From an optimization exercise on the open Yosys and OpenROAD flow, aimed at small area; shortcuts taken in it are not production practice.
At most, simulation tests tie the RTL to the original design; equivalence was not proved.
Only the layout flow was run in runs 2 and 3; the RTL was not checked for function there.
Power is estimated from default activity; no workload was simulated.

## flow/design.v (module list and top-level ports; edited modules follow where they fit)
// module mmu_l2tlb_plru_4way: 47 lines
// module mmu_l2tlb_replace: 1966 lines
module mmu_l2tlb_replace (
    input            rstn,
    input            clk,
    input      [1:0] i_update_en_2,
    input      [7:0] i_update_position_8,
    input      [3:0] i_update_way_4,
    input      [3:0] i_l21_valid_4,
    input      [3:0] i_l22_valid_4,
    input      [1:0] i_replace_en_2,
    input      [5:0] i_l21_replace_position_6,
    input      [7:0] i_l22_replace_position_8,
    output reg [3:0] o_replace_way_4
);
  // ...
==> flow/run.sh <==
#!/bin/bash
# synth_recipe.tcl (not shown) runs the flow's synth.tcl, then flattens the netlist and writes it again
# the make line also repeats each setting of config.mk as NAME=value (left out here)
make -C /OpenROAD-flow-scripts/flow DESIGN_CONFIG=/design/flow/config.mk WORK_HOME=/design/flow/orfs CLKGATE_MAP_FILE= SYNTH_SCRIPT=/design/flow/synth_recipe.tcl finish
==> flow/config.mk <==
export PLATFORM = sky130hd
export DESIGN_NAME = mmu_l2tlb_replace
export DESIGN_NICKNAME = mmu_l2tlb_replace
export VERILOG_FILES = /design/flow/design.v
export SDC_FILE = /design/flow/constraint.sdc
export NUM_CORES = 4
export LEC_CHECK = 0
export CAP_MARGIN = 20
export CORE_MARGIN = 2
export CORE_UTILIZATION = 25
export SLEW_MARGIN = 20
==> flow/constraint.sdc <==
create_clock -name core_clock -period 14.0 [get_ports {clk}]
set_input_delay 2.8000 -clock core_clock [delete_from_list [all_inputs] [get_ports {clk}]]
set_output_delay 2.8000 -clock core_clock [all_outputs]
set_load 0.01 [all_outputs]
==> results.tsv, run 1 <==
metric	value	unit
outcome	no timing/DRC/antenna violations	
synth_edf_count	0	
syn_to_final_growth	15.2	%
remaining_drc_errors	0	
seq_cell_count	960	
yosys.area.top_type	dfrtp_1	
pg_clk	3110	uW
die_y	488	microns
grt.met2_usage	54.1	%
synthMuxAreaShare	0.0512	%
p_leak	0.0238	uW
seq_area_frac_synth	41.0	%
hold_depth	2	
clock_latency	0.83	ns
drv_cap	0	
synth_seq_cells	960	
startpoint	i_l22_replace_position_8[7]	
p_int	4680	uW
place_inst	9892	
skew	0	ns
yosys.area_share.simple	22.7	%
syn-instance-count	7120	
min_to	plru_256_inst158.state[1]	
die_x	488	microns
cts_buffer_depth	3	
r2r-start	plru_256_inst255.state[0]	
reg2reg_setup_slack	12.43	ns
cts_max_level	3	
cts_hold_buf	0	
==> module mmu_l2tlb_plru_4way, before the edit <==
module mmu_l2tlb_plru_4way (
    input            clk,
    input            rstn,
    input      [3:0] i_update_way_4,
    output reg [3:0] o_replace_way_4
);
    reg [2:0] state;
    always @(posedge clk or negedge rstn) begin
        if (!rstn) begin
            state <= 3'b000;
        end else begin
            case (i_update_way_4)
                4'b1000: begin
                    state[2] <= 1'b1;
                    state[0] <= 1'b1;
                end
                4'b0100: begin
                    state[2] <= 1'b1;
                    state[0] <= 1'b0;
                end
                4'b0010: begin
                    state[2] <= 1'b0;
                    state[1] <= 1'b1;
                end
                4'b0001: begin
                    state[2] <= 1'b0;
                    state[1] <= 1'b0;
                end
                default: begin
                    state <= state;
                end
            endcase
        end
    end
    always @(*) begin
        case (state)
            3'b000:  o_replace_way_4 = 4'b0001;
            3'b001:  o_replace_way_4 = 4'b0010;
            3'b010:  o_replace_way_4 = 4'b0100;
            3'b011:  o_replace_way_4 = 4'b1000;
            3'b100:  o_replace_way_4 = 4'b0100;
            3'b101:  o_replace_way_4 = 4'b1000;
            3'b110:  o_replace_way_4 = 4'b0001;
            3'b111:  o_replace_way_4 = 4'b0010;
        endcase
    end
endmodule
==> inputs of run 2 (changes only) <==
==> flow/design.v (replaced) <==
`timescale 1ns / 1ps
module mmu_l2tlb_plru_4way (
    input            clk,
    input            r,
    input            rv,
    input            c_hi,
    input            c1,
    input            c3,
    input            cv_lo,
    input            cv_hi,
    output reg [2:0] state
);
    wire k_lo = ~(rv & cv_lo);   
    wire k_hi = ~(rv & cv_hi);   
    always @(posedge clk) begin
        state[2] <= (state[2] & k_lo) | (r & c_hi);
        state[1] <= (state[1] & k_lo) | (r & c1);
        state[0] <= (state[0] & k_hi) | (r & c3);
    end
endmodule
module mmu_l2tlb_plru_rd16 (
    input  [47:0] states,   
    input  [15:0] sel,
    output [ 2:0] state
);
    wire [15:0] b2, b1, b0;
    genvar c;
    generate
        for (c = 0; c < 16; c = c + 1) begin : g_c
            assign b2[c] = states[3*c+2];
            assign b1[c] = states[3*c+1];
            assign b0[c] = states[3*c];
        end
    endgenerate
    assign state = {|(b2 & sel), |(b1 & sel), |(b0 & sel)};
endmodule
`timescale 1ns / 1ps
module mmu_l2tlb_replace (
    input            rstn,
    input            clk,
    input      [1:0] i_update_en_2,
    input      [7:0] i_update_position_8,
    input      [3:0] i_update_way_4,
    input      [3:0] i_l21_valid_4,
    input      [3:0] i_l22_valid_4,
    input      [1:0] i_replace_en_2,
    input      [5:0] i_l21_replace_position_6,
    input      [7:0] i_l22_replace_position_8,
    output reg [3:0] o_replace_way_4
);
    localparam NR = 20;
    localparam NC = 16;
    reg valid;
    always @(posedge clk or negedge rstn) begin
        if (!rstn) valid <= 1'b0;
        else valid <= 1'b1;
    end
    wire upd22 = (i_update_en_2 == 2'b01);
    wire upd21 = (i_update_en_2 == 2'b10) && (i_update_position_8[7:6] == 2'b00);
    wire w3 = (i_update_way_4 == 4'b1000);
    wire w2 = (i_update_way_4 == 4'b0100);
    wire w1 = (i_update_way_4 == 4'b0010);
    wire w0 = (i_update_way_4 == 4'b0001);
    wire [NR-1:0] r_sel;
    wire [NR-1:0] rv_sel;
    wire [NC-1:0] c_hi, c1, c3, cv_lo, cv_hi;
    genvar gr, gc;
    generate
        for (gr = 0; gr < NR; gr = gr + 1) begin : g_row
            if (gr < 16) begin : g_l22
                assign r_sel[gr] = upd22 && (i_update_position_8[7:4] == gr);
            end else begin : g_l21
                assign r_sel[gr] = upd21 && (i_update_position_8[5:4] == gr - 16);
            end
            assign rv_sel[gr] = r_sel[gr] | ~valid;
        end
        for (gc = 0; gc < NC; gc = gc + 1) begin : g_col
            wire cm = (i_update_position_8[3:0] == gc);
            assign c_hi[gc]  = cm & (w3 | w2);
            assign c1[gc]    = cm & w1;
            assign c3[gc]    = cm & w3;
            assign cv_lo[gc] = (cm & (w1 | w0)) | ~valid;
            assign cv_hi[gc] = (cm & (w3 | w2)) | ~valid;
        end
    endgenerate
    wire [2:0] st[0:NR*NC-1];
    generate
        for (gr = 0; gr < NR; gr = gr + 1) begin : g_r
            for (gc = 0; gc < NC; gc = gc + 1) begin : g_c
                mmu_l2tlb_plru_4way plru (
                    .clk  (clk),
                    .r    (r_sel[gr]),
                    .rv   (rv_sel[gr]),
                    .c_hi (c_hi[gc]),
                    .c1   (c1[gc]),
                    .c3   (c3[gc]),
                    .cv_lo(cv_lo[gc]),
                    .cv_hi(cv_hi[gc]),
                    .state(st[gr*NC+gc])
                );
            end
        end
    endgenerate
    wire       rd21 = i_replace_en_2[1];
    wire [3:0] rd_col = rd21 ? i_l21_replace_position_6[3:0] : i_l22_replace_position_8[3:0];
    wire [3:0] vbits = rd21 ? i_l21_valid_4 : i_l22_valid_4;
    wire [NR-1:0] rd_row;
    wire [NC-1:0] rd_colsel;
    wire [NR-1:0] row_s2, row_s1, row_s0;
    generate
        for (gr = 0; gr < NR; gr = gr + 1) begin : g_rdrow
            if (gr < 16) begin : g_l22
                assign rd_row[gr] = valid & ~rd21 & (i_l22_replace_position_8[7:4] == gr);
            end else begin : g_l21
                assign rd_row[gr] = valid & rd21 & (i_l21_replace_position_6[5:4] == gr - 16);
            end
            wire [3*NC-1:0] row_states;
            for (gc = 0; gc < NC; gc = gc + 1) begin : g_rdcol
                assign row_states[3*gc+2:3*gc] = st[gr*NC+gc];
            end
            mmu_l2tlb_plru_rd16 rd (
                .states(row_states),
                .sel   (rd_colsel),
                .state ({row_s2[gr], row_s1[gr], row_s0[gr]})
            );
        end
        for (gc = 0; gc < NC; gc = gc + 1) begin : g_rdcolsel
            assign rd_colsel[gc] = (rd_col == gc);
        end
    endgenerate
    wire [2:0] s = {|(row_s2 & rd_row), |(row_s1 & rd_row), |(row_s0 & rd_row)};
    wire [1:0] idx = {s[1] ^ s[2], s[0]};
    always @(*) begin
        if (i_replace_en_2 == 2'b00) begin
            o_replace_way_4 = 4'b0000;
        end else if (!vbits[0]) begin
            o_replace_way_4 = 4'b0001;
        end else if (!vbits[1]) begin
            o_replace_way_4 = 4'b0010;
        end else if (!vbits[2]) begin
            o_replace_way_4 = 4'b0100;
        end else if (!vbits[3]) begin
            o_replace_way_4 = 4'b1000;
        end else begin
            o_replace_way_4 = 4'b0001 << idx;
        end
    end
endmodule
==> flow/config.mk (replaced) <==
export PLATFORM = sky130hd
export DESIGN_NAME = mmu_l2tlb_replace
export DESIGN_NICKNAME = mmu_l2tlb_replace
export VERILOG_FILES = /design/flow/design.v
export SDC_FILE = /design/flow/constraint.sdc
export NUM_CORES = 4
export LEC_CHECK = 0
export ABC_AREA = 0
export CAP_MARGIN = 20
export CORE_MARGIN = 2
export CORE_UTILIZATION = 70
export SLEW_MARGIN = 20
export SYNTH_HIERARCHICAL = 1
export SYNTH_MINIMUM_KEEP_SIZE = 0
==> run 2 against run 1 <==
  * Sequential power decreased by 2%
  * Via count decreased by 44%
  * Total power decreased by 12%
  * Worst hold slack got worse by 0.052 ns
  * First-iteration DRC count decreased by 36%
  * Synthesized area decreased by 37%
  * Routed wire length decreased by 65%
  * Cell count decreased by 56%
  * Setup slack improved by 0.038 ns
  * Combinational power decreased by 46%
  * Largest power group is now sequential cells
  * Highest routed layer unchanged
==> results.tsv, run 2 <==
metric	value	unit	change
outcome	no timing/DRC/antenna violations		unchanged
ys_types	60		was 79
p_comb_share	5.5	%	was 9.1%
p_clk_share	46.6	%	was 47.7%
grt_pass1_vias	35245		was 60.8k
cp_max_fo	33		was 17
cts_setup_buffers	0		unchanged
cts_hold_buf	0		unchanged
viasPerCell	8.24		was 6.55
drive_above_1_share	11.4	%	was 9.60%
hold_viol_final	0		unchanged
slew_viol_final	0		unchanged
grt.total_usage	55.5	%	was 35.9%
largest_reg_flops	960		
start_util	70.4	%	was 25.2%
rows	84		was 177
cts_buffer_depth	3		unchanged
reg_top3	g_r.g_c.plru.state x960, valid x1		
drt-wirelength-per-cell	34.4	microns	was 43.5 microns
place_congestion	1.05		was 1.11
startpoint_type	primary input		unchanged
initialDrtViolationCount	6681		was 10.4k
min_period	11.78	ns	was 11.82 ns
synth.top_cells.by_area	dfxtp_1 (52%), a22o_1 (29%), nand2_1 (6.8%)		was dfrtp_1 (41%), o21ai_0 (13%), a31oi_1 (5.5%)
coreArea	52300	sq um	was 233,000 sq um
min_to	g_r[1].g_c[14].plru.state[2]		was plru_256_inst158.state[1]
die_x	233	microns	was 488 microns
syn_avg_cell_area	10.7	sq um	was 8.24 sq um
cts_tree	done		unchanged
final_common_cell	a22o_1		was o21ai_0
syn_to_final_growth	16.5	%	was 15.2%
yosys.area.top_type	dfxtp_1		was dfrtp_1
required	11.20	ns	about the same
ys.flop_type	dfxtp_1		was dfrtp_1
cts_buffers	93		was 111
grt_pass1_wl	225000	microns	was 581,000 microns
cts.clk_slew.worst_paths	0.06	ns	about the same
synth.cells.most_frequent	a22o_1 (1,202), dfxtp_1 (960), nand2_1 (663)		was o21ai_0 (1,525), dfrtp_1 (960), clkbuf_1 (531)
die_y	233	microns	was 488 microns
routed_wl	154000	microns	was 440,000 microns
final_cell_mix	a22o_1 (1,202), dfxtp_1 (960), nand2_1 (663), a221oi_1 (193), buf_4 (140)		was o21ai_0 (1,523), dfrtp_1 (960), a31oi_1 (516), nand2_1 (499), nand4_1 (471)
synth_top_area_share	52.2	%	was 41.0%
syn-cell-area	36800	sq um	was 58,700 sq um
slew_headroom	10.6	%	was 12.5%
drv_cap	0		unchanged
hold_ws	0.475	ns	was 0.527 ns
p_sw	1370	uW	was 1830 uW
grt_overflow	0		unchanged
vdd_ir_drop_max	0.000131	V	was 0.0000959 V
antenna_found_initial	2		was 56
grt_max_degree	61		was 161
root_buffer	clkbuf_16		unchanged
p_leak	0.0166	uW	was 0.0238 uW
dr.pass1.iters	16		was 8
io_buffers	43		unchanged
rsz0062_at_grt	no		unchanged
syn-instance-count	3443		was 7,120
remaining_drc_errors	0		unchanged
top_register	g_r.g_c.plru.state		
synth_edf_count	0		unchanged
p_int	4360	uW	was 4680 uW
path_class	in -> out		unchanged
clock_latency	0.68	ns	was 0.83 ns
yosys.cell_count.top_type	a22o_1		was o21ai_0
setup_viol	0		unchanged
die_area	54500	sq um	was 239,000 sq um
r2r-end	g_r[8].g_c[15].plru.state[2]		was plru_256_inst255.state[0]
syn_nets	3483		was 7,160
fmax	84.9	MHz	was 84.6 MHz
yosys_warnings	8		was 2
io-pin-count	44		unchanged
seq_area_frac_synth	52.2	%	was 41.0%
power_frac_seq	47.8	%	was 43.2%
ant_nets	0		unchanged
hp-class	reg -> reg		unchanged
power.density_cell_area	133	nW/um^2	was 96.4 nW/um^2
skew	0.0172	ns	was 0 ns
r2r-start	valid		was plru_256_inst255.state[0]
synth_seq_cells	961		was 960
async_flop_share	0.104	%	was 100%
numClockSinks	961		was 960
worstRegToRegCells	5		was 2
cts_max_level	3		unchanged
nNetsFinal	3744		was 6,914
fin_crit_sh	84.2	%	was 84.4%
hold_depth	1		was 2
setup_tns	0	ns	unchanged
ctsResizeCount	0		unchanged
worstMarginPinSlew	1.34	ns	was 1.30 ns
cp-end-kind	output pin		unchanged
arrival	8.98	ns	was 9.02 ns
dp_hpwl	91600	microns	was 319,000 microns
vias	36838		was 66.4k
worstHoldStart	g_r[1].g_c[14].plru.state[2]		was plru_256_inst158.state[1]
power.switching_fraction	23.9	%	was 28.2%
reg2reg_setup_slack	11.28	ns	was 12.43 ns
## run 2: worst max-delay path, stage by stage
cell             delay (ns)
clkdlybuf4s50_1        0.46
buf_4                  0.35
nor2_1                 0.10
a32oi_1                0.76
nor2_4                 0.36
buf_4                  0.34
a22o_1                 0.25
a221oi_1               0.97
nand4_1                0.21
mux2i_1                0.21
o21ai_0                0.37
or4b_1                 0.31
o2111ai_2              0.14
xor2_2                 0.52
a32o_1                 0.27
clkdlybuf4s50_1        0.54
## run 2: final cells by class
cell class                 count  area [sq um]
sequential                   961         19200
multi-input combinational   2447         17900
fill                        3104          9420
clock buffer                 136          2770
timing repair buffer         193          1600
tap                          688           861
clock inverter                36           477
inverter                       8          30.0
antenna                        2          5.00
## run 2: stage by stage
stage          std cells  power [uW]  setup WS, ns  utilization, %  area, sq um
2_1_floorplan       3443        2950          3.09               -        36800
3_3_place_gp        4283        3080          2.90            75.4        39400
3_5_place_dp        4284        3090          2.86            75.4        39500
4_1_cts             4456        5670          2.84            81.6        42700
5_1_grt             4469        5810          2.24            82.0        42900
6_report            4471        5730          2.22            82.0        42900
## run 2: layer usage
layer | global-route usage (%) | wire length, microns | part of all wire, % | vias up
li1 | - | - | - | 14499
met1 | 64.5 | 49900 | 32 | 17411
met2 | 76.8 | 61500 | 40 | 3798
met5 | 0.184 | 13 | 0.0085 | -
met4 | 51.2 | 17900 | 12 | 2
met3 | 23.5 | 24400 | 16 | 1128
## run 2: Yosys stat by module, one instance, submodules excluded
module / cells / flip-flops and latches / cell area, sq um
mmu_l2tlb_plru_4way: 8 / 3 / 93.8
mmu_l2tlb_replace: 343 / 1 / 1980
mmu_l2tlb_plru_rd16: 27 / 0 / 241
## run 2: power groups by stage
stage,sequential [uW],combinational (uW),clock [uW]
2_1_floorplan,2800,154,0
3_3_place_gp,2800,276,0
3_5_place_dp,2800,289,0
4_1_cts,2740,292,2640
5_1_grt,2740,322,2750
6_report,2740,318,2670
## run 2: worst max-delay path by stage
stage | startpoint | end | slack (ns) | cells after the start
final | i_replace_en_2[1] | o_replace_way_4[2] | 2.22 | 16
after global routing | i_replace_en_2[1] | o_replace_way_4[2] | 2.24 | 16
after CTS | i_replace_en_2[1] | o_replace_way_4[2] | 2.84 | 15
after detailed placement | i_replace_en_2[1] | o_replace_way_4[2] | 2.86 | 15
after global placement | i_replace_en_2[1] | o_replace_way_4[2] | 2.90 | 16
after floorplan | i_replace_en_2[1] | o_replace_way_4[1] | 3.09 | 14
## run 2: kinds of logic (layout without fill, tap and decap cells)
| group | count (synthesis) | in the layout | share of synthesized area (%) |
|---|---|---|---|
| AOI/OAI and AO/OA | 1533 | 1533 | 36.6 |
| DFF | 961 | 961 | 52.2 |
| and+or+nand+nor | 892 | 892 | 10.0 |
| buffers and inverters | 35 | 373 | 0.459 |
| muxes | 18 | 18 | 0.635 |
| xor gates and xnor gates | 3 | 3 | 0.0917 |
| other | 1 | 3 | 0.0102 |
==> inputs of run 3 (changes only) <==
--- a/flow/config.mk
+++ b/flow/config.mk
@@ -10,3 +10,3 @@
 export CORE_MARGIN = 2
-export CORE_UTILIZATION = 70
+export CORE_UTILIZATION = 55
 export SLEW_MARGIN = 20
==> run 3 against run 2 <==
  * Still clean
  * Clock skew is 0.0066 ns higher
  * Worst hold slack worse by 0.0037 ns
  * Sequential power hardly changed
  * Sequential share of layout area is 0.16 points lower
  * Core utilization is 17 points lower
  * Register-to-register slack better by 0.06 ns
  * Routed wire length is 3.7% higher
  * Count of clock-buffer cells in the layout is 5 higher
  * Die area is 27% higher
  * Combinational power hardly changed
  * Design area is 0.36% higher
  * Synthesized cell count stayed put
  * Largest cell class unchanged
==> results.tsv, run 3 <==
metric	value	unit	change
top_register	g_r.g_c.plru.state		unchanged
placed_cell_area	39800	sq um	was 39,500 sq um
syn_avg_cell_area	10.7	sq um	unchanged
die_x	263	microns	was 233 microns
drive_above_1_share	11.5	%	was 11.4%
dr.pass1.iters	6		was 16
skew	0.0238	ns	was 0.0172 ns
p_leak	0.0165	uW	was 0.0166 uW
io_buffers	43		unchanged
drt-wirelength-per-cell	34.4	microns	about the same
startpoint_type	primary input		unchanged
hold_depth	1		unchanged
cts_buffer_depth	3		unchanged
syn_nets	3483		unchanged
grt_max_degree	61		unchanged
power.density_cell_area	132	nW/um^2	was 133 nW/um^2
power	5690	uW	was 5730 uW
nFillCells	5210		was 3,104
ys_types	60		unchanged
yosys.cell_count.top_type	a22o_1		unchanged
final_cell_mix	a22o_1 (1,202), dfxtp_1 (960), nand2_1 (663), a221oi_1 (197), buf_4 (125)		was a22o_1 (1,202), dfxtp_1 (960), nand2_1 (663), a221oi_1 (193), buf_4 (140)
arrival	8.86	ns	was 8.98 ns
yosys.area.top_type	dfxtp_1		unchanged
slew_headroom	13.2	%	was 10.6%
async_flop_share	0.104	%	unchanged
cts.clk_slew.worst_paths	0.06	ns	about the same
reg_top3	g_r.g_c.plru.state x960, valid x1		unchanged
grt.met2_usage	64.8	%	was 76.8%
place_congestion	0.988		was 1.05
required	11.20	ns	about the same
top_usage_layer	met2		unchanged
synth_seq_cells	961		unchanged
clock_latency	0.68	ns	about the same
cts_buffers	98		was 93
hold_ws	0.472	ns	was 0.475 ns
viasPerCell	7.59		was 8.24
worstMarginPinSlew	1.30	ns	was 1.34 ns
syn_to_final_growth	16.9	%	was 16.5%
grt_pass1_wl	229000	microns	was 225,000 microns
cts_max_level	3		unchanged
grt_overflow	0		unchanged
nNetsFinal	3733		was 3,744
antenna_found_initial	2		unchanged
rsz0062_at_grt	no		unchanged
r2r-start	valid		unchanged
start_util	55.8	%	was 70.4%
initialDrtViolationCount	5215		was 6,681
synth.cells.most_frequent	a22o_1 (1,202), dfxtp_1 (960), nand2_1 (663)		unchanged
fin_crit_sh	83.3	%	was 84.2%
grt_pass1_vias	33225		was 35.2k
hp-class	reg -> reg		unchanged
synth_edf_count	0		unchanged
dp_hpwl	97400	microns	was 91,600 microns
routed_wl	159000	microns	was 154,000 microns
ctsResizeCount	0		unchanged
vias	35156		was 36.8k
ant_nets	0		unchanged
min_to	g_r[18].g_c[10].plru.state[2]		was g_r[1].g_c[14].plru.state[2]
syn-cell-area	36800	sq um	unchanged
design_area	43100	sq um	was 42,900 sq um
die_y	263	microns	was 233 microns
ys.flop_type	dfxtp_1		unchanged
globalRouteMet3Util	11.0	%	was 23.5%
cp-end-kind	output pin		unchanged
grt.met1_usage	55.4	%	was 64.5%
largest_reg_flops	960		unchanged
cts_tree	done		unchanged
worstHoldStart	g_r[18].g_c[10].plru.state[2]		was g_r[1].g_c[14].plru.state[2]
cts_hold_buf	0		unchanged
hold_viol_final	0		unchanged
synth_top_area_share	52.2	%	unchanged
seq_area_frac_synth	52.2	%	unchanged
syn-instance-count	3443		unchanged
rows	94		was 84
io-pin-count	44		unchanged
r2r-end	g_r[15].g_c[6].plru.state[1]		was g_r[8].g_c[15].plru.state[2]
slew_viol_final	0		unchanged
setup_tns	0	ns	unchanged
yosys_warnings	8		unchanged
coreArea	66000	sq um	was 52,300 sq um
outcome	no timing/DRC/antenna violations		unchanged
synth.top_cells.by_area	dfxtp_1 (52%), a22o_1 (29%), nand2_1 (6.8%)		unchanged
die_area	69100	sq um	was 54,500 sq um
fmax	85.7	MHz	was 84.9 MHz
root_buffer	clkbuf_16		unchanged
cp_max_fo	40		was 33
reg2reg_setup_slack	11.34	ns	was 11.28 ns
numClockSinks	961		unchanged
worstRegToRegCells	6		was 5
vdd_ir_drop_max	0.0000981	V	was 0.000131 V
final_common_cell	a22o_1		unchanged
cts_setup_buffers	0		unchanged
remaining_drc_errors	0		unchanged
setup_viol	0		unchanged
path_class	in -> out		unchanged
min_period	11.66	ns	was 11.78 ns
grt.total_usage	44.5	%	was 55.5%
drv_cap	0		unchanged
[run 3: kinds of logic (layout without fill, tap and decap cells)]
logic type	Yosys count	after routing	synth area share, %
xor gates and xnor gates	3	3	0.0917
other	1	2	0.0102
buffers and inverters	35	359	0.459
DFF	961	961	52.2
AOI/OAI and AO/OA	1533	1533	36.6
muxes	18	18	0.635
and+or+nand+nor	892	892	10.0
[run 3: metal layers]
layer | vias up | wire length, microns
li1 | 14496 | -
met1 | 17205 | 58200
met2 | 2813 | 66200
met3 | 638 | 19500
met4 | 4 | 15500
met5 | - | 25
[run 3: worst max-delay path, stage by stage]
cell	delay, ns
clkdlybuf4s50_1	0.47
buf_4	0.36
nor2_1	0.09
a31oi_1	0.74
nor2_4	0.37
buf_4	0.40
a22o_1	0.26
a221oi_1	0.89
nand4_1	0.24
mux4_2	0.55
nand4_1	0.13
o2111ai_2	0.18
xor2_2	0.52
a32o_1	0.26
clkdlybuf4s50_1	0.54
[run 3: cell type report]
class                      count  area (sq um)  share of cell area [%]
clock inverter                33           320                   0.744
sequential                   961         19200                    44.7
timing repair buffer         177          1520                    3.53
antenna                        1          2.50                 0.00581
tap                          864          1080                    2.51
multi-input combinational   2447         18000                    41.8
clock buffer                 141          2880                    6.67
inverter                       8          30.0                  0.0697
[run 3: worst max path at each step]
stage,end,slack [ns],cells past startpoint,start
6_report,o_replace_way_4[2],2.34,15,i_replace_en_2[1]
3_5_place_dp,o_replace_way_4[2],2.57,15,i_replace_en_2[1]
3_3_place_gp,o_replace_way_4[2],2.55,15,i_replace_en_2[1]
4_1_cts,o_replace_way_4[2],2.55,15,i_replace_en_2[1]
2_1_floorplan,o_replace_way_4[1],3.09,14,i_replace_en_2[1]
5_1_grt,o_replace_way_4[2],2.35,16,i_replace_en_2[1]
[run 3: per-module statistics from Yosys (local to each module, per instance)]
module	cells	flops+latches	area [sq um]	copies in the design
mmu_l2tlb_plru_4way	8	3	93.8	320
mmu_l2tlb_replace	343	1	1980	1
mmu_l2tlb_plru_rd16	27	0	241	20
[run 3: through the flow]
stage | util [%] | setup slack (ns) | std cells
4_1_cts | 65.1 | 2.55 | 4626
2_1_floorplan | - | 3.09 | 3443
3_3_place_gp | 60.2 | 2.55 | 4449
3_5_place_dp | 60.3 | 2.57 | 4452
6_report | 65.3 | 2.34 | 4632
5_1_grt | 65.3 | 2.35 | 4631
[run 3: power breakdown]
part | total, uW | switching (uW) | internal [uW] | leakage [uW]
clock | 2630 | 1130 | 1500 | 0.00159
sequential | 2740 | 0.969 | 2740 | 0.00774
combinational | 321 | 256 | 64.8 | 0.00722
total | 5690 | 1390 | 4300 | 0.0165
==> module mmu_l2tlb_replace, before the edit <==
module mmu_l2tlb_replace (
    input            rstn,
    input            clk,
    input      [1:0] i_update_en_2,
    input      [7:0] i_update_position_8,
    input      [3:0] i_update_way_4,
    input      [3:0] i_l21_valid_4,
    input      [3:0] i_l22_valid_4,
    input      [1:0] i_replace_en_2,
    input      [5:0] i_l21_replace_position_6,
    input      [7:0] i_l22_replace_position_8,
    output reg [3:0] o_replace_way_4
);
    localparam NR = 20;
    localparam NC = 16;
    reg valid;
    always @(posedge clk or negedge rstn) begin
        if (!rstn) valid <= 1'b0;
        else valid <= 1'b1;
    end
    wire upd22 = (i_update_en_2 == 2'b01);
    wire upd21 = (i_update_en_2 == 2'b10) && (i_update_position_8[7:6] == 2'b00);
    wire w3 = (i_update_way_4 == 4'b1000);
    wire w2 = (i_update_way_4 == 4'b0100);
    wire w1 = (i_update_way_4 == 4'b0010);
    wire w0 = (i_update_way_4 == 4'b0001);
    wire [NR-1:0] r_sel;
    wire [NR-1:0] rv_sel;
    wire [NC-1:0] c_hi, c1, c3, cv_lo, cv_hi;
    genvar gr, gc;
    generate
        for (gr = 0; gr < NR; gr = gr + 1) begin : g_row
            if (gr < 16) begin : g_l22
                assign r_sel[gr] = upd22 && (i_update_position_8[7:4] == gr);
            end else begin : g_l21
                assign r_sel[gr] = upd21 && (i_update_position_8[5:4] == gr - 16);
            end
            assign rv_sel[gr] = r_sel[gr] | ~valid;
        end
        for (gc = 0; gc < NC; gc = gc + 1) begin : g_col
            wire cm = (i_update_position_8[3:0] == gc);
            assign c_hi[gc]  = cm & (w3 | w2);
            assign c1[gc]    = cm & w1;
            assign c3[gc]    = cm & w3;
            assign cv_lo[gc] = (cm & (w1 | w0)) | ~valid;
            assign cv_hi[gc] = (cm & (w3 | w2)) | ~valid;
        end
    endgenerate
    wire [2:0] st[0:NR*NC-1];
    generate
        for (gr = 0; gr < NR; gr = gr + 1) begin : g_r
            for (gc = 0; gc < NC; gc = gc + 1) begin : g_c
                mmu_l2tlb_plru_4way plru (
                    .clk  (clk),
                    .r    (r_sel[gr]),
                    .rv   (rv_sel[gr]),
                    .c_hi (c_hi[gc]),
                    .c1   (c1[gc]),
                    .c3   (c3[gc]),
                    .cv_lo(cv_lo[gc]),
                    .cv_hi(cv_hi[gc]),
                    .state(st[gr*NC+gc])
                );
            end
        end
    endgenerate
    wire       rd21 = i_replace_en_2[1];
    wire [3:0] rd_col = rd21 ? i_l21_replace_position_6[3:0] : i_l22_replace_position_8[3:0];
    wire [3:0] vbits = rd21 ? i_l21_valid_4 : i_l22_valid_4;
    wire [NR-1:0] rd_row;
    wire [NC-1:0] rd_colsel;
    wire [NR-1:0] row_s2, row_s1, row_s0;
    generate
        for (gr = 0; gr < NR; gr = gr + 1) begin : g_rdrow
            if (gr < 16) begin : g_l22
                assign rd_row[gr] = valid & ~rd21 & (i_l22_replace_position_8[7:4] == gr);
            end else begin : g_l21
                assign rd_row[gr] = valid & rd21 & (i_l21_replace_position_6[5:4] == gr - 16);
            end
            wire [3*NC-1:0] row_states;
            for (gc = 0; gc < NC; gc = gc + 1) begin : g_rdcol
                assign row_states[3*gc+2:3*gc] = st[gr*NC+gc];
            end
            mmu_l2tlb_plru_rd16 rd (
                .states(row_states),
                .sel   (rd_colsel),
                .state ({row_s2[gr], row_s1[gr], row_s0[gr]})
            );
        end
        for (gc = 0; gc < NC; gc = gc + 1) begin : g_rdcolsel
            assign rd_colsel[gc] = (rd_col == gc);
        end
    endgenerate
    wire [2:0] s = {|(row_s2 & rd_row), |(row_s1 & rd_row), |(row_s0 & rd_row)};
    wire [1:0] idx = {s[1] ^ s[2], s[0]};
    always @(*) begin
        if (i_replace_en_2 == 2'b00) begin
            o_replace_way_4 = 4'b0000;
        end else if (!vbits[0]) begin
            o_replace_way_4 = 4'b0001;
        end else if (!vbits[1]) begin
            o_replace_way_4 = 4'b0010;
        end else if (!vbits[2]) begin
            o_replace_way_4 = 4'b0100;
        end else if (!vbits[3]) begin
            o_replace_way_4 = 4'b1000;
        end else begin
            o_replace_way_4 = 4'b0001 << idx;
        end
    end
endmodule
==> inputs of run 4 (changes only) <==
--- a/flow/design.v
+++ b/flow/design.v
@@ -20,17 +20,30 @@
 endmodule
-module mmu_l2tlb_plru_rd16 (
+module mmu_l2tlb_plru_rd3 (
+    input  [8:0] states,   
+    input  [2:0] sel,
+    output [2:0] state_n
+);
+    assign state_n = ~((states[8:6] & {3{sel[2]}}) |
+                       (states[5:3] & {3{sel[1]}}) |
+                       (states[2:0] & {3{sel[0]}}));
+endmodule
+module mmu_l2tlb_plru_rdrow (
     input  [47:0] states,   
     input  [15:0] sel,
+    input         row_sel,
     output [ 2:0] state
 );
-    wire [15:0] b2, b1, b0;
-    genvar c;
+    wire [2:0] g_n[0:4];
+    genvar g;
     generate
-        for (c = 0; c < 16; c = c + 1) begin : g_c
-            assign b2[c] = states[3*c+2];
-            assign b1[c] = states[3*c+1];
-            assign b0[c] = states[3*c];
+        for (g = 0; g < 5; g = g + 1) begin : g_grp
+            mmu_l2tlb_plru_rd3 rd (
+                .states (states[9*g+8:9*g]),
+                .sel    (sel[3*g+2:3*g]),
+                .state_n(g_n[g])
+            );
         end
     endgenerate
-    assign state = {|(b2 & sel), |(b1 & sel), |(b0 & sel)};
+    assign state = {3{row_sel}} & (~g_n[0] | ~g_n[1] | ~g_n[2] | ~g_n[3] | ~g_n[4] |
+                                   (states[47:45] & {3{sel[15]}}));
 endmodule
@@ -108,3 +121,3 @@
     wire [NC-1:0] rd_colsel;
-    wire [NR-1:0] row_s2, row_s1, row_s0;
+    wire [2:0] row_st[0:NR-1];
     generate
@@ -120,6 +133,7 @@
             end
-            mmu_l2tlb_plru_rd16 rd (
-                .states(row_states),
-                .sel   (rd_colsel),
-                .state ({row_s2[gr], row_s1[gr], row_s0[gr]})
+            mmu_l2tlb_plru_rdrow rd (
+                .states (row_states),
+                .sel    (rd_colsel),
+                .row_sel(rd_row[gr]),
+                .state  (row_st[gr])
             );
@@ -130,3 +144,8 @@
     endgenerate
-    wire [2:0] s = {|(row_s2 & rd_row), |(row_s1 & rd_row), |(row_s0 & rd_row)};
+    reg [2:0] s;
+    integer i;
+    always @(*) begin
+        s = 3'b000;
+        for (i = 0; i < NR; i = i + 1) s = s | row_st[i];
+    end
     wire [1:0] idx = {s[1] ^ s[2], s[0]};
--- a/flow/config.mk
+++ b/flow/config.mk
@@ -11,2 +11,4 @@
 export CORE_UTILIZATION = 55
+export CTS_BUF_LIST = sky130_fd_sc_hd__clkbuf_4 sky130_fd_sc_hd__clkbuf_8
+export GPL_TIMING_DRIVEN = 0
 export SLEW_MARGIN = 20
==> run 4 against run 3 <==
  * Still clean on timing, DRC and antenna
  * Sequential power about the same
  * Via count barely moved
  * Fmax shrank 5.6%
  * Global-route usage shrank 0.11 points
  * Sequential cell count unchanged
  * Critical path depth up 1
  * Cell count up 1.3%
  * Setup slack worse by 0.69 ns
  * Clock power down 3%
==> results.tsv, run 4 <==
metric	value	unit	change
outcome	no timing/DRC/antenna violations		unchanged
crit_end	o_replace_way_4[3]		was o_replace_way_4[2]
seq_area_frac_synth	53.8	%	was 52.2%
die_y	259	microns	was 263 microns
routed_wl	152000	microns	was 159,000 microns
largest_reg_flops	960		unchanged
cp_cell_sequence	clkdlybuf4s50_1 -> buf_6 -> clkbuf_1 -> nor2_1 -> a31oi_1 -> nor2_4 -> buf_12 -> a222oi_1 -> and4_1 -> a31oi_1 -> nor4_1 -> and3_1 -> nand3_1 -> xor2_1 -> a22o_1 -> clkdlybuf4s50_1		was clkdlybuf4s50_1 -> buf_4 -> nor2_1 -> a31oi_1 -> nor2_4 -> buf_4 -> a22o_1 -> a221oi_1 -> nand4_1 -> mux4_2 -> nand4_1 -> o2111ai_2 -> xor2_2 -> a32o_1 -> clkdlybuf4s50_1
startpoint	i_replace_en_2[1]		unchanged
synth-xor-area-share	0.0735	%	was 0.0917%
r2r-end	g_r[1].g_c[0].plru.state[2]		was g_r[15].g_c[6].plru.state[1]
grt.total_usage	44.3	%	was 44.5%
syn_nets	3401		was 3,483
synthAdderAreaFrac	0	%	unchanged
worstRegToRegCells	6		unchanged
io_buffers	42		was 43
highest_layer	met5		unchanged
final_common_cell	a22o_1		unchanged
grt_max_degree	35		was 61
initialDrtViolationCount	6922		was 5,215
synth_seq_cells	961		unchanged
grt_overflow	0		unchanged
drive_above_1_share	15.1	%	was 11.5%
reg_top3	g_r.g_c.plru.state x960, valid x1		unchanged
ant_nets	0		unchanged
slew_headroom	15.9	%	was 13.2%
ctsResizeCount	0		unchanged
remaining_drc_errors	0		unchanged
hp-class	reg -> reg		unchanged
cts_max_level	4		was 3
rows	93		was 94
met1_length	54800	microns	was 58,200 microns
drv_cap	0		unchanged
startpoint_type	primary input		unchanged
p_leak	0.0164	uW	was 0.0165 uW
synth.top_cells.by_area	dfxtp_1 (54%), a22o_1 (24%), a222oi_1 (8.4%)		was dfxtp_1 (52%), a22o_1 (29%), nand2_1 (6.8%)
syn-cell-area	35800	sq um	was 36,800 sq um
fmax	81.0	MHz	was 85.7 MHz
grt_pass1_vias	34335		was 33.2k
syn-instance-count	3361		was 3,443
cts_tree	done		unchanged
final_cell_mix	a22o_1 (962), dfxtp_1 (960), nand2_1 (722), a222oi_1 (300), clkbuf_8 (200)		was a22o_1 (1,202), dfxtp_1 (960), nand2_1 (663), a221oi_1 (197), buf_4 (125)
antenna_found_initial	7		was 2
worstMarginPinSlew	1.25	ns	was 1.30 ns
ys_types	42		was 60
dp_hpwl	101000	microns	was 97,400 microns
syn_avg_cell_area	10.6	sq um	was 10.7 sq um
fin_util	70.0	%	was 65.3%
rsz0062_at_grt	no		unchanged
skew	0.0231	ns	was 0.0238 ns
route.met3.wl	21200	microns	was 19,500 microns
path_class	in -> out		unchanged
root_buffer	clkbuf_8		was clkbuf_16
numClockSinks	961		unchanged
synth.cells.most_frequent	a22o_1 (962), dfxtp_1 (960), nand2_1 (722)		was a22o_1 (1,202), dfxtp_1 (960), nand2_1 (663)
clock_latency	0.84	ns	was 0.68 ns
power	5670	uW	was 5690 uW
vias	35139		was 35.2k
place_congestion	0.901		was 0.988
arrival	9.55	ns	was 8.86 ns
slowest_stage	xor2_1		was a221oi_1
fin_crit_sh	88.2	%	was 83.3%
cts.clk_slew.worst_paths	0.05	ns	was 0.06 ns
async_flop_share	0.104	%	unchanged
syn_to_final_growth	26.0	%	was 16.9%
yosys.area_share.simple	11.6	%	was 10.0%
cts_hold_buf	0		unchanged
yosys_warnings	9		was 8
die_x	259	microns	was 263 microns
synth_top_family_by_area	compound AO/OA/AOI/OAI gates		unchanged
start_util	55.6	%	was 55.8%
setup_viol	0		unchanged
coreArea	64300	sq um	was 66,000 sq um
wl_met2	64800	microns	was 66,200 microns
viasPerCell	7.49		was 7.59
synth_top_area_share	53.8	%	was 52.2%
power.density_cell_area	126	nW/um^2	was 132 nW/um^2
min_period	12.35	ns	was 11.66 ns
yosys.area.top_type	dfxtp_1		unchanged
vdd_ir_drop_max	0.0000882	V	was 0.0000981 V
drt-wirelength-per-cell	32.3	microns	was 34.4 microns
top_register	g_r.g_c.plru.state		unchanged
cts_buffer_depth	3		unchanged
synth_edf_count	0		unchanged
cp-end-kind	output pin		unchanged
dr.pass1.iters	13		was 6
cpPeakStageDelay	0.94	ns	was 0.89 ns
slew_viol_final	0		unchanged
grt_pass1_wl	223000	microns	was 229,000 microns
required	11.20	ns	about the same
yosys.cell_count.top_type	a22o_1		unchanged
cts_buffers	154		was 98
die_area	67100	sq um	was 69,100 sq um
cp_max_fo	24		was 40
r2r-start	valid		unchanged
hold_viol_final	0		unchanged
io-pin-count	44		unchanged
nNetsFinal	3757		was 3,733
reg2reg_setup_slack	11.24	ns	was 11.34 ns
ys.flop_type	dfxtp_1		unchanged
cts_setup_buffers	0		unchanged
synth_compound_gate_area_share	33.9	%	was 36.6%
synthMuxAreaShare	0.0560	%	was 0.635%
-- run 4: cell count changes after synthesis, moves of 8 or more --
cell	previous run	this run
nor2_1	95	106
and4_1	0	60
nor4_1	1	13
inv_1	8	25
nand2_1	663	722
nand4_1	64	1
mux2i_1	11	2
o21ai_1	1	9
a22o_1	1202	962
a222oi_1	0	300
o21ai_0	52	43
a221oi_2	41	0
a31oi_1	6	62
a221oi_1	200	0
-- run 4: worst max-delay path, delay by kind of cell --
family,cells,cell delay (ns)
xor gates and xnor gates,1,0.94
buffers and inverters,5,1.97
and+or+nand+nor,6,2.12
AOI/OAI and AO/OA,4,1.69
-- run 4: layout make-up --
class                      instances  area (sq um)
clock buffer                     234          3010
fill                            4499         19300
multi-input combinational       2357         17400
antenna                            5          12.5
tap                              855          1070
buffer                            18          95.1
timing repair buffer             200          3820
inverter                          25          93.8
sequential                       961         19200
clock inverter                    36           264
-- run 4: routing by layer --
| metal | track usage, % | vias up |
|---|---|---|
| met5 | 0 | - |
| met4 | 30.2 | 2 |
| met3 | 16.8 | 732 |
| met2 | 65.0 | 2883 |
| met1 | 54.0 | 16986 |
| li1 | - | 14536 |
-- run 4: worst min path at each step --
stage / endpoint / cells after the start / from / slack, ns
after floorplan: g_r[0].g_c[10].plru.state[2] / 1 / g_r[0].g_c[10].plru.state[2] / 0.44
after global placement: g_r[16].g_c[13].plru.state[2] / 1 / g_r[16].g_c[13].plru.state[2] / 0.45
after detailed placement: g_r[3].g_c[5].plru.state[2] / 1 / g_r[3].g_c[5].plru.state[2] / 0.45
after CTS: g_r[0].g_c[3].plru.state[2] / 1 / g_r[0].g_c[3].plru.state[2] / 0.47
after global routing: g_r[6].g_c[5].plru.state[2] / 1 / g_r[6].g_c[5].plru.state[2] / 0.48
final: g_r[13].g_c[1].plru.state[2] / 1 / g_r[13].g_c[1].plru.state[2] / 0.47
-- run 4: metrics by stage --
step	hold slack, ns	instances	cell area [sq um]	setup TNS [ns]	worst slack [ns]
final	0.469	4691	45100	0	1.65
after global routing	0.479	4690	45000	0	1.57
after CTS	0.472	4686	45000	0	2.22
after detailed placement	0.452	4416	41800	0	2.24
after global placement	0.451	4258	37200	-2.63	-0.702
after floorplan	0.439	3361	35800	0	4.47
-- run 4: cells by family (layout without fill, tap and decap cells) --
kind of cell / Yosys count / count (layout)
AOI/OAI and AO/OA: 1384 / 1384
and+or+nand+nor: 967 / 967
DFF: 961 / 961
buffers and inverters: 43 / 513
xor gates and xnor gates: 3 / 3
muxes: 2 / 2
other: 1 / 6
-- run 4: per-module statistics from Yosys (local to each module, per instance) --
module / area (sq um) / flip-flops and latches
mmu_l2tlb_plru_rd3: 30.0 / 0
mmu_l2tlb_plru_4way: 93.8 / 3
mmu_l2tlb_replace: 1520 / 1
mmu_l2tlb_plru_rdrow: 60.1 / 0
-- run 4: power breakdown --
group / leakage (uW) / internal [uW] / switching [uW]
Sequential: 0.00774 / 2740 / 1.00
Clock: 0.00173 / 1410 / 1160
Combinational: 0.00691 / 104 / 264
==> inputs of run 5 (changes only) <==
--- a/flow/config.mk
+++ b/flow/config.mk
@@ -8,8 +8,6 @@
 export ABC_AREA = 0
-export CAP_MARGIN = 20
+export CAP_MARGIN = 0
 export CORE_MARGIN = 2
 export CORE_UTILIZATION = 55
-export CTS_BUF_LIST = sky130_fd_sc_hd__clkbuf_4 sky130_fd_sc_hd__clkbuf_8
-export GPL_TIMING_DRIVEN = 0
-export SLEW_MARGIN = 20
+export SLEW_MARGIN = 0
 export SYNTH_HIERARCHICAL = 1
==> run 5 against run 4 <==
  * Still clean on timing, DRC and antenna
  * Routed wire length fell by 0.67%
  * Design area is 6.9% lower
  * Cell count shrank 3.5%
  * Clock power is 2% higher
  * Register-to-register slack improved by 0.27 ns
  * Non-clock buffer count decreased by 64
  * Critical path type unchanged
  * Critical endpoint unchanged
==> results.tsv, run 5 <==
metric	value	unit	change
cpPeakStageDelay	1.12	ns	was 0.94 ns
coreArea	64300	sq um	unchanged
drv_cap	0		unchanged
synth.top_cells.by_area	dfxtp_1 (54%), a22o_1 (24%), a222oi_1 (8.4%)		unchanged
ctsResizeCount	0		unchanged
cts_max_level	3		was 4
fin_util	65.2	%	was 70.0%
ant_nets	0		unchanged
setup_viol	0		unchanged
viasPerCell	7.64		was 7.49
final_cells	4528		was 4,691
slowest_stage	clkdlybuf4s50_1		was xor2_1
grt_pass1_vias	33070		was 34.3k
startpoint	i_replace_en_2[1]		unchanged
hold_ws	0.472	ns	was 0.469 ns
seq_area_frac_synth	53.8	%	unchanged
worstMarginPinSlew	1.38	ns	was 1.25 ns
path_buf_inv	4		was 5
top_register	g_r.g_c.plru.state		unchanged
synth.cells.most_frequent	a22o_1 (962), dfxtp_1 (960), nand2_1 (722)		unchanged
cts_setup_buffers	0		unchanged
routed_wl	151000	microns	was 152,000 microns
async_flop_share	0.104	%	unchanged
ys.flop_type	dfxtp_1		unchanged
startpoint_type	primary input		unchanged
final_cell_mix	a22o_1 (962), dfxtp_1 (960), nand2_1 (722), a222oi_1 (300), buf_4 (107)		was a22o_1 (962), dfxtp_1 (960), nand2_1 (722), a222oi_1 (300), clkbuf_8 (200)
syn_avg_cell_area	10.6	sq um	unchanged
placed_cell_area	38800	sq um	was 41,800 sq um
initialDrtViolationCount	7139		was 6,922
io_buffers	43		was 42
io-pin-count	44		unchanged
r2r-end	g_r[5].g_c[7].plru.state[1]		was g_r[1].g_c[0].plru.state[2]
cts_tree	done		unchanged
root_buffer	clkbuf_16		was clkbuf_8
yosys.area.top_type	dfxtp_1		unchanged
slew_headroom	7.50	%	was 15.9%
vdd_ir_drop_max	0.000130	V	was 0.0000882 V
outcome	no timing/DRC/antenna violations		unchanged
drive_above_1_share	10.4	%	was 15.1%
grt_overflow	0		unchanged
die_y	259	microns	unchanged
arrival	9.27	ns	was 9.55 ns
final_common_cell	a22o_1		unchanged
start_util	55.6	%	unchanged
cp_max_fo	33		was 24
r2r-start	valid		unchanged
slew_viol_final	0		unchanged
cts_buffers	96		was 154
die_x	259	microns	unchanged
multi_input_area	17000	sq um	was 17,400 sq um
yosys_warnings	9		unchanged
power.density_cell_area	135	nW/um^2	was 126 nW/um^2
dp_hpwl	90900	microns	was 101,000 microns
crit_family	buffers and inverters		was simple AND/OR/NAND/NOR gates
synth_top_area_share	53.8	%	unchanged
hold_viol_final	0		unchanged
regArea	19200	sq um	about the same
design_area	41900	sq um	was 45,100 sq um
fin_crit_sh	86.2	%	was 88.2%
ys_types	42		unchanged
reg_top3	g_r.g_c.plru.state x960, valid x1		unchanged
die_area	67100	sq um	unchanged
nFillCells	5097		was 4,499
place_inst	4352		was 4,416
cts_buffer_depth	3		unchanged
worstRegToRegCells	5		was 6
syn_to_final_growth	17.3	%	was 26.0%
min_period	12.07	ns	was 12.35 ns
hp-class	reg -> reg		unchanged
antenna_found_initial	7		unchanged
place_congestion	0.967		was 0.901
cts.clk_slew.worst_paths	0.06	ns	was 0.05 ns
syn-cell-area	35800	sq um	unchanged
cp-end-kind	output pin		unchanged
grt_pass1_wl	218000	microns	was 223,000 microns
vias	34578		was 35.1k
crit_end	o_replace_way_4[3]		unchanged
rsz0062_at_grt	no		unchanged
dr.pass1.iters	14		was 13
synth_seq_cells	961		unchanged
skew	0.0289	ns	was 0.0231 ns
remaining_drc_errors	0		unchanged
largest_reg_flops	960		unchanged
drt-wirelength-per-cell	33.2	microns	was 32.3 microns
path_class	in -> out		unchanged
grt_max_degree	61		was 35
nNetsFinal	3635		was 3,757
cp_cell_sequence	clkdlybuf4s50_1 -> nor3_1 -> a21oi_1 -> nor2_4 -> buf_4 -> buf_4 -> a222oi_1 -> and4_1 -> a31oi_1 -> nor4_1 -> and3_1 -> nand3_1 -> xor2_1 -> a22o_1 -> clkdlybuf4s50_1		was clkdlybuf4s50_1 -> buf_6 -> clkbuf_1 -> nor2_1 -> a31oi_1 -> nor2_4 -> buf_12 -> a222oi_1 -> and4_1 -> a31oi_1 -> nor4_1 -> and3_1 -> nand3_1 -> xor2_1 -> a22o_1 -> clkdlybuf4s50_1
numClockSinks	961		unchanged
synth_edf_count	0		unchanged
cts_hold_buf	0		unchanged
clock_latency	0.68	ns	was 0.84 ns
syn_nets	3401		unchanged
required	11.20	ns	about the same
p_leak	0.0152	uW	was 0.0164 uW
fmax	82.8	MHz	was 81.0 MHz
path_depth	15		was 16
reg2reg_setup_slack	11.51	ns	was 11.24 ns
yosys.cell_count.top_type	a22o_1		unchanged
grt.total_usage	43.5	%	was 44.3%
setup_tns	0	ns	unchanged
rows	93		unchanged
syn-instance-count	3361		unchanged
run 5: logic make-up after synthesis:
| family | count (synthesis) | share of synthesized area (%) |
|---|---|---|
| and+or+nand+nor | 967 | 11.6 |
| DFF | 961 | 53.8 |
| xor gates and xnor gates | 3 | 0.0735 |
| other | 1 | 0.0105 |
| buffers and inverters | 43 | 0.497 |
| AOI/OAI and AO/OA | 1384 | 33.9 |
| muxes | 2 | 0.0560 |
run 5: worst min-delay path by stage:
| stage | to | cells past startpoint | from | slack (ns) |
|---|---|---|---|---|
| 2_1_floorplan | g_r[0].g_c[10].plru.state[2] | 1 | g_r[0].g_c[10].plru.state[2] | 0.44 |
| 3_3_place_gp | g_r[5].g_c[11].plru.state[2] | 1 | g_r[5].g_c[11].plru.state[2] | 0.45 |
| 3_5_place_dp | g_r[9].g_c[8].plru.state[0] | 1 | g_r[9].g_c[8].plru.state[0] | 0.45 |
| 4_1_cts | g_r[18].g_c[1].plru.state[2] | 1 | g_r[18].g_c[1].plru.state[2] | 0.47 |
| 5_1_grt | g_r[2].g_c[15].plru.state[2] | 1 | g_r[2].g_c[15].plru.state[2] | 0.48 |
| 6_report | g_r[0].g_c[5].plru.state[0] | 1 | g_r[0].g_c[5].plru.state[0] | 0.47 |
run 5: metal layers:
metal / track usage, % / part of all wire [%] / wire, microns / vias to the layer above
li1: - / - / - / 14273
met1: 57.5 / 38 / 57400 / 16935
met2: 62.8 / 42 / 63100 / 2820
met3: 13.5 / 14 / 20900 / 548
met4: 25.1 / 6.0 / 8980 / 2
met5: 0 / 0.079 / 119 / -
run 5: per-stage QoR:
stage	worst slack (ns)	total power [uW]
CTS	2.14	5630
floorplan	4.47	2940
finish	1.93	5650
global placement	2.31	3080
detailed placement	2.15	3090
global route	1.72	5770
run 5: modules after synthesis (local to each module, per instance):
module                flip-flops and latches  copies in the design  area [sq um]
mmu_l2tlb_replace                          1                     1          1520
mmu_l2tlb_plru_4way                        3                   320          93.8
mmu_l2tlb_plru_rdrow                       0                    20          60.1
mmu_l2tlb_plru_rd3                         0                   100          30.0
run 5: layout make-up:
| class | count | area share, % |
|---|---|---|
| diodes | 6 | 0.0358 |
| clock buffers | 145 | 6.87 |
| clock inverters | 25 | 0.683 |
| inverters | 25 | 0.224 |
| multi-input cells | 2357 | 40.6 |
| flip-flops and latches | 961 | 45.9 |
| well taps | 855 | 2.55 |
| repair buffers | 154 | 3.13 |
run 5: power breakdown:
| group | total [uW] | internal [uW] | switching [uW] |
|---|---|---|---|
| sequential | 2740 | 2740 | 1.29 |
| combinational | 305 | 61.2 | 244 |
| clock | 2610 | 1490 | 1110 |
| total | 5650 | 4290 | 1360 |
==> inputs of run 6 (changes only) <==
--- a/flow/config.mk
+++ b/flow/config.mk
@@ -8,6 +8,6 @@
 export ABC_AREA = 0
-export CAP_MARGIN = 0
+export CAP_MARGIN = 20
 export CORE_MARGIN = 2
 export CORE_UTILIZATION = 55
-export SLEW_MARGIN = 0
+export SLEW_MARGIN = 20
 export SYNTH_HIERARCHICAL = 1
==> run 6 against run 5 <==
  * Highest routed layer unchanged
  * Core utilization grew 0.37 points
  * Sequential cell count unchanged
  * Fmax down 0.39%
  * Total power is 1.4% higher
  * Routed wire length rose by 0.13%
  * Setup slack got worse by 0.047 ns
  * Global-route usage is 0.13 points higher
  * Combinational power barely moved
  * Synthesized area unchanged
  * Die area is the same
  * Critical endpoint is now o_replace_way_4[0]
  * Largest cell class unchanged
  * Critical path depth down 3
==> results.tsv, run 6 <==
metric	value	unit	change
outcome	no timing/DRC/antenna violations		unchanged
final_common_cell	a22o_1		unchanged
cpPeakStageDelay	1.20	ns	was 1.12 ns
grt_max_degree	61		unchanged
path_buf_inv	2		was 4
startpoint_type	primary input		unchanged
fin_util	65.5	%	was 65.2%
power.density_cell_area	136	nW/um^2	was 135 nW/um^2
synth.cells.most_frequent	a22o_1 (962), dfxtp_1 (960), nand2_1 (722)		unchanged
grt.total_usage	43.6	%	was 43.5%
die_x	259	microns	unchanged
slew_headroom	13.4	%	was 7.50%
cts_hold_buf	0		unchanged
rows	93		unchanged
rsz0062_at_grt	no		unchanged
numClockSinks	961		unchanged
reg2reg_setup_slack	11.50	ns	was 11.51 ns
seq_area_frac_synth	53.8	%	unchanged
ctsResizeCount	0		unchanged
start_util	55.6	%	unchanged
die_y	259	microns	unchanged
drt-wirelength-per-cell	33.2	microns	about the same
syn_avg_cell_area	10.6	sq um	unchanged
synth_edf_count	0		unchanged
remaining_drc_errors	0		unchanged
cp_cell_sequence	clkdlybuf4s50_1 -> nor2_1 -> a32oi_1 -> nor2_4 -> a222oi_1 -> a31oi_1 -> nor4_1 -> and3_1 -> nand3_2 -> or4_1 -> o21ai_1 -> clkdlybuf4s50_1		was clkdlybuf4s50_1 -> nor3_1 -> a21oi_1 -> nor2_4 -> buf_4 -> buf_4 -> a222oi_1 -> and4_1 -> a31oi_1 -> nor4_1 -> and3_1 -> nand3_1 -> xor2_1 -> a22o_1 -> clkdlybuf4s50_1
largest_reg_flops	960		unchanged
p_comb_share	5.3	%	was 5.4%
power.switching_fraction	23.9	%	was 24.1%
place_congestion	0.967		unchanged
viasPerCell	7.64		about the same
vdd_ir_drop_max	0.000101	V	was 0.000130 V
syn-cell-area	35800	sq um	unchanged
required	11.20	ns	about the same
drv_cap	0		unchanged
cp_common_cell	clkdlybuf4s50_1		
power_frac_seq	47.8	%	was 48.5%
path_class	in -> out		unchanged
grt_overflow	0		unchanged
cts_tree	done		unchanged
routed_wl	151000	microns	about the same
min_period	12.12	ns	was 12.07 ns
cts_max_level	3		unchanged
yosys_warnings	9		unchanged
hp-class	reg -> reg		unchanged
syn_nets	3401		unchanged
dp_hpwl	91500	microns	was 90,900 microns
yosys.area.top_type	dfxtp_1		unchanged
slew_viol_final	0		unchanged
cp-end-kind	output pin		unchanged
grt_pass1_wl	219000	microns	was 218,000 microns
reg_top3	g_r.g_c.plru.state x960, valid x1		unchanged
die_area	67100	sq um	unchanged
hold_viol_final	0		unchanged
io_buffers	43		unchanged
synth_top_area_share	53.8	%	unchanged
syn_to_final_growth	18.0	%	was 17.3%
coreArea	64300	sq um	unchanged
p_clk_share	46.9	%	was 46.1%
synth_seq_cells	961		unchanged
nFillCells	5057		was 5,097
cts_buffers	97		was 96
cts_setup_buffers	0		unchanged
root_buffer	clkbuf_16		unchanged
clock_latency	0.66	ns	was 0.68 ns
skew	0.0195	ns	was 0.0289 ns
io-pin-count	44		unchanged
syn-instance-count	3361		unchanged
top_register	g_r.g_c.plru.state		unchanged
p_int	4360	uW	was 4290 uW
worstMarginPinSlew	1.30	ns	was 1.38 ns
vias	34676		was 34.6k
synth.top_cells.by_area	dfxtp_1 (54%), a22o_1 (24%), a222oi_1 (8.4%)		unchanged
fin_crit_sh	86.6	%	was 86.2%
yosys.cell_count.top_type	a22o_1		unchanged
slowest_stage	a222oi_1		was clkdlybuf4s50_1
p_sw	1370	uW	was 1360 uW
cp_max_fo	31		was 33
async_flop_share	0.104	%	unchanged
ant_nets	0		unchanged
grt_pass1_vias	33262		was 33.1k
p_leak	0.0153	uW	was 0.0152 uW
initialDrtViolationCount	6852		was 7,139
ys.flop_type	dfxtp_1		unchanged
fmax	82.5	MHz	was 82.8 MHz
final_cell_mix	a22o_1 (962), dfxtp_1 (960), nand2_1 (722), a222oi_1 (300), buf_4 (107)		unchanged
setup_viol	0		unchanged
antenna_found_initial	8		was 7
cts.clk_slew.worst_paths	0.06	ns	about the same
dr.pass1.iters	9		was 14
cts_buffer_depth	3		unchanged
nNetsFinal	3643		was 3,635
crit_family	simple AND/OR/NAND/NOR gates		was buffers and inverters
drive_above_1_share	10.6	%	was 10.4%
setup_tns	0	ns	unchanged
ys_types	42		unchanged
arrival	9.32	ns	was 9.27 ns
-- run 6: logic make-up after synthesis --
group / count (synthesis) / share of synthesized area, %
other: 1 / 0.0105
buffers and inverters: 43 / 0.497
multiplexers: 2 / 0.0560
flip-flops: 961 / 53.8
AO/OA/AOI/OAI: 1384 / 33.9
AND/OR/NAND/NOR: 967 / 11.6
XOR/XNOR: 3 / 0.0735
-- run 6: final timing paths --
check | end | cells after the start | startpoint
max | o_replace_way_4[0] | 12 | i_replace_en_2[1]
max in group asynchronous | valid | 1 | rstn
min reg2reg | g_r[13].g_c[7].plru.state[2] | 1 | g_r[13].g_c[7].plru.state[2]
min | g_r[13].g_c[7].plru.state[2] | 1 | g_r[13].g_c[7].plru.state[2]
max reg2reg | g_r[5].g_c[4].plru.state[2] | 5 | valid
min in group asynchronous | valid | 1 | rstn
-- run 6: Yosys stat by module (local to each module, per instance) --
module	cell area [sq um]	cells
mmu_l2tlb_replace	1520	301
mmu_l2tlb_plru_4way	93.8	8
mmu_l2tlb_plru_rdrow	60.1	10
mmu_l2tlb_plru_rd3	30.0	3
-- run 6: cell type report --
type                            count  area [sq um]  share of cell area [%]
Tap cell                          855          1070                    2.54
Antenna cell                        4          10.0                  0.0237
Sequential cell                   961         19200                    45.6
Multi-Input combinational cell   2357         17000                    40.4
Clock buffer                      144          2850                    6.75
Clock inverter                     32           423                    1.00
Timing Repair Buffer              161          1450                    3.45
Inverter                           25          93.8                   0.222
-- run 6: per-stage QoR --
stage	instances	total power, uW	instance area (sq um)	setup WS [ns]	hold WS (ns)
5_1_grt	4539	5850	42200	1.83	0.482
3_3_place_gp	4352	3080	38800	2.31	0.451
6_report	4539	5730	42200	1.88	0.471
3_5_place_dp	4356	3090	38800	2.15	0.453
4_1_cts	4532	5710	42100	2.16	0.472
2_1_floorplan	3361	2940	35800	4.47	0.439
-- run 6: layer usage --
| metal | wire [microns] | track usage (%) | up-vias |
|---|---|---|---|
| met2 | 63400 | 63.6 | 2820 |
| met1 | 56900 | 57.9 | 16991 |
| met3 | 21400 | 12.8 | 565 |
| met4 | 8880 | 24.5 | 6 |
| li1 | - | - | 14294 |
| met5 | 77 | 0.427 | - |
-- run 6: power groups by stage --
stage | Clock [uW] | Sequential [uW] | Combinational (uW)
floorplan | 0 | 2800 | 145
global placement | 0 | 2800 | 281
detailed placement | 0 | 2800 | 289
CTS | 2680 | 2740 | 290
global route | 2790 | 2740 | 315
finish | 2680 | 2740 | 305
==> inputs of run 7 (changes only) <==
==> flow/flow/run.sh (new file) <==
#!/bin/bash
set -euo pipefail
export CTS_ARGS="-sink_clustering_enable -repair_clock_nets -dont_use_dummy_load"
bash standard.sh finish > standard_flow.log 2>&1
==> flow/standard.sh (new file) <==
#!/bin/bash
# synth_recipe.tcl (not shown) runs the flow's synth.tcl, then flattens the netlist and writes it again
# the make line also repeats each setting of config.mk as NAME=value (left out here)
make -C /OpenROAD-flow-scripts/flow DESIGN_CONFIG=/design/flow/config.mk WORK_HOME=/design/flow/orfs CLKGATE_MAP_FILE= SYNTH_SCRIPT=/design/flow/synth_recipe.tcl "${@:-finish}"
removed: flow/run.sh
==> run 7 against run 6 <==
  * Still clean on timing, DRC and antenna
  * Die area unchanged
  * Sequential share of layout area increased by 0.92 points
  * Count of clock-buffer cells in the layout shrank 47
  * Combinational power about the same
  * Clock skew is 0.036 ns higher
  * Worst hold slack lost 0.00051 ns
  * Critical path depth is 3 higher
  * Highest routed layer unchanged
==> results.tsv, run 7 <==
metric	value	unit	change
ys_types	42		unchanged
synth_edf_count	0		unchanged
drive_above_1_share	9.41	%	was 10.6%
synth.cells.most_frequent	a22o_1 (962), dfxtp_1 (960), nand2_1 (722)		unchanged
setup_viol	0		unchanged
die_area	67100	sq um	unchanged
fmax	82.7	MHz	was 82.5 MHz
synth_seq_cells	961		unchanged
hp-class	reg -> reg		unchanged
arrival	9.29	ns	was 9.32 ns
ant_nets	0		unchanged
vdd_ir_drop_max	0.0000906	V	was 0.000101 V
cp-end-kind	output pin		unchanged
place_inst	4356		unchanged
final_cell_mix	a22o_1 (962), dfxtp_1 (960), nand2_1 (722), a222oi_1 (300), buf_4 (107)		unchanged
synth_top_area_share	53.8	%	unchanged
syn_to_final_growth	15.6	%	was 18.0%
slew_headroom	14.1	%	was 13.4%
grt_max_degree	61		unchanged
routed_wl	150000	microns	was 151,000 microns
die_x	259	microns	unchanged
die_y	259	microns	unchanged
cts.clk_slew.worst_paths	0.05	ns	was 0.06 ns
reg2reg_setup_slack	11.50	ns	about the same
grt_pass1_vias	33074		was 33.3k
start_util	55.6	%	unchanged
nNetsFinal	3644		was 3,643
clock_latency	0.65	ns	was 0.66 ns
initialDrtViolationCount	7119		was 6,852
hold_depth	1		unchanged
cts_tree	done		unchanged
cts_buffers	97		unchanged
numClockSinks	961		unchanged
p_leak	0.0149	uW	was 0.0153 uW
async_flop_share	0.104	%	unchanged
setup_tns	0	ns	unchanged
final_cells	4462		was 4,539
syn-instance-count	3361		unchanged
final_common_cell	a22o_1		unchanged
drv_cap	0		unchanged
grt_pass1_wl	218000	microns	was 219,000 microns
largest_reg_flops	960		unchanged
slowest_stage	clkdlybuf4s50_1		was a222oi_1
yosys.cell_count.top_type	a22o_1		unchanged
cts_buffer_depth	3		unchanged
rsz0062_at_grt	no		unchanged
reg_top3	g_r.g_c.plru.state x960, valid x1		unchanged
min_period	12.09	ns	was 12.12 ns
root_buffer	clkbuf_16		unchanged
syn_nets	3401		unchanged
grt_overflow	0		unchanged
design_area	41300	sq um	was 42,200 sq um
power	5270	uW	was 5730 uW
vias	34436		was 34.7k
cts_max_level	3		unchanged
worstRegToRegCells	5		unchanged
dr.pass1.iters	14		was 9
synth.top_cells.by_area	dfxtp_1 (54%), a22o_1 (24%), a222oi_1 (8.4%)		unchanged
hold_viol_final	0		unchanged
yosys.area.top_type	dfxtp_1		unchanged
syn-cell-area	35800	sq um	unchanged
cts_setup_buffers	0		unchanged
coreArea	64300	sq um	unchanged
skew	0.0555	ns	was 0.0195 ns
cp_cell_sequence	clkdlybuf4s50_1 -> nor3_1 -> a21oi_1 -> nor2_4 -> buf_4 -> buf_4 -> a222oi_1 -> and4_1 -> a31oi_1 -> nor4_1 -> and3_1 -> nand3_1 -> xor2_1 -> a22o_1 -> clkdlybuf4s50_1		was clkdlybuf4s50_1 -> nor2_1 -> a32oi_1 -> nor2_4 -> a222oi_1 -> a31oi_1 -> nor4_1 -> and3_1 -> nand3_2 -> or4_1 -> o21ai_1 -> clkdlybuf4s50_1
rows	93		unchanged
path_class	in -> out		unchanged
startpoint_type	primary input		unchanged
outcome	no timing/DRC/antenna violations		unchanged
grt.total_usage	43.5	%	was 43.6%
remaining_drc_errors	0		unchanged
syn_avg_cell_area	10.6	sq um	unchanged
placed_cell_area	38800	sq um	unchanged
yosys_warnings	9		unchanged
power.density_cell_area	127	nW/um^2	was 136 nW/um^2
cp_max_fo	33		was 31
io-pin-count	44		unchanged
antenna_found_initial	7		was 8
fin_crit_sh	86.3	%	was 86.6%
cts_hold_buf	0		unchanged
ys.flop_type	dfxtp_1		unchanged
dp_hpwl	91500	microns	unchanged
ctsResizeCount	0		unchanged
fin_util	64.2	%	was 65.5%
drt-wirelength-per-cell	33.7	microns	was 33.2 microns
viasPerCell	7.72		was 7.64
cpPeakStageDelay	1.12	ns	was 1.20 ns
slew_viol_final	0		unchanged
io_buffers	43		unchanged
required	11.20	ns	about the same
top_register	g_r.g_c.plru.state		unchanged
worstMarginPinSlew	1.28	ns	was 1.30 ns
place_congestion	0.967		unchanged
seq_area_frac_synth	53.8	%	unchanged
[run 7: cell types whose count changed in the layout (fill, tap and decap cells not counted)]
cell	delta
clkbuf_1	-27
clkinv_2	-18
diode_2	+1
inv_6	-2
bufinv_16	-8
clkinvlp_4	-2
clkinv_16	-2
clkbuf_4	+1
clkbuf_16	-4
clkbuf_8	-16
[run 7: metal layers]
metal / up-vias / track usage, % / part of all wire [%]
met5: - / 0.427 / 0.019
met4: 4 / 24.0 / 5.7
met3: 514 / 12.9 / 14
met2: 2823 / 63.7 / 42
met1: 16862 / 57.6 / 38
li1: 14233 / - / -
[run 7: cells by family (layout without fill, tap and decap cells)]
family | Yosys count | after routing | share of synthesized area [%]
compound gates | 1384 | 1384 | 33.9
simple gates | 967 | 967 | 11.6
flops | 961 | 961 | 53.8
buf+inv | 43 | 284 | 0.497
xor+xnor | 3 | 3 | 0.0735
mux | 2 | 2 | 0.0560
other cells | 1 | 6 | 0.0105
[run 7: power breakdown]
part / internal (uW) / switching [uW] / total (uW)
logic: 61.9 / 244 / 305
registers: 2740 / 1.31 / 2740
clock network: 1210 / 1010 / 2220
total: 4010 / 1260 / 5270
[run 7: layout make-up]
type                            count  area, sq um
Fill cell                        5123        23000
Sequential cell                   961        19200
Multi-Input combinational cell   2357        17000
Clock buffer                       97         2430
Timing Repair Buffer              162         1460
Tap cell                          855         1070
Inverter                           25         93.8
Antenna cell                        5         12.5
[run 7: critical path: cells and delay by family]
family,cells,cell delay [ns]
xor+xnor,1,0.72
simple gates,6,1.81
compound gates,4,1.59
buf+inv,4,2.32
[run 7: worst paths after layout]
check / from / to
worst min register to register: g_r[0].g_c[5].plru.state[0] / g_r[0].g_c[5].plru.state[0]
worst min-delay path: g_r[0].g_c[5].plru.state[0] / g_r[0].g_c[5].plru.state[0]
max in group asynchronous: rstn / valid
min in group asynchronous: rstn / valid
worst max-delay path: i_replace_en_2[1] / o_replace_way_4[3]
worst max register to register: valid / g_r[18].g_c[6].plru.state[1]
[run 7: per-module statistics from Yosys, one instance, submodules excluded]
module                area, sq um  times used
mmu_l2tlb_plru_rd3           30.0         100
mmu_l2tlb_replace            1520           1
mmu_l2tlb_plru_4way          93.8         320
mmu_l2tlb_plru_rdrow         60.1          20
[run 7: through the flow]
step	setup WS, ns	hold WS (ns)
after detailed placement	2.15	0.453
after global placement	2.31	0.451
after global routing	1.83	0.481
final	1.91	0.470
after floorplan	4.47	0.439
after CTS	2.16	0.472

-- afterwards: timing with drivers on the ports --
The flow's constraints put no driver on any port. The routed layouts listed below were extracted and timed again, unchanged, in two steps. Step 1 sets driving cells, clkbuf_16 on the clock port and buf_2 on the other inputs (assumed; they add their load-dependent delay and slew). Step 2 also shifts input and output timing later by t, the mid clock arrival at the registers, as if the neighbouring blocks saw the same clock. Three values: ideal, step 1, step 2; two values: the first two.
run	t, ns	setup WS [ns]
run 1	0.922	2.178 / 2.152 / 2.152
run 2	0.742	2.217 / 2.190 / 2.190
run 3	0.745	2.337 / 2.308 / 2.308
run 4	0.886	1.648 / 1.621 / 1.621
run 5	0.734	1.926 / 1.899 / 1.899
run 6	0.722	1.879 / 1.852 / 1.852
run 7	0.694	1.914 / 1.887 / 1.887
After both steps every run listed still meets setup and hold.
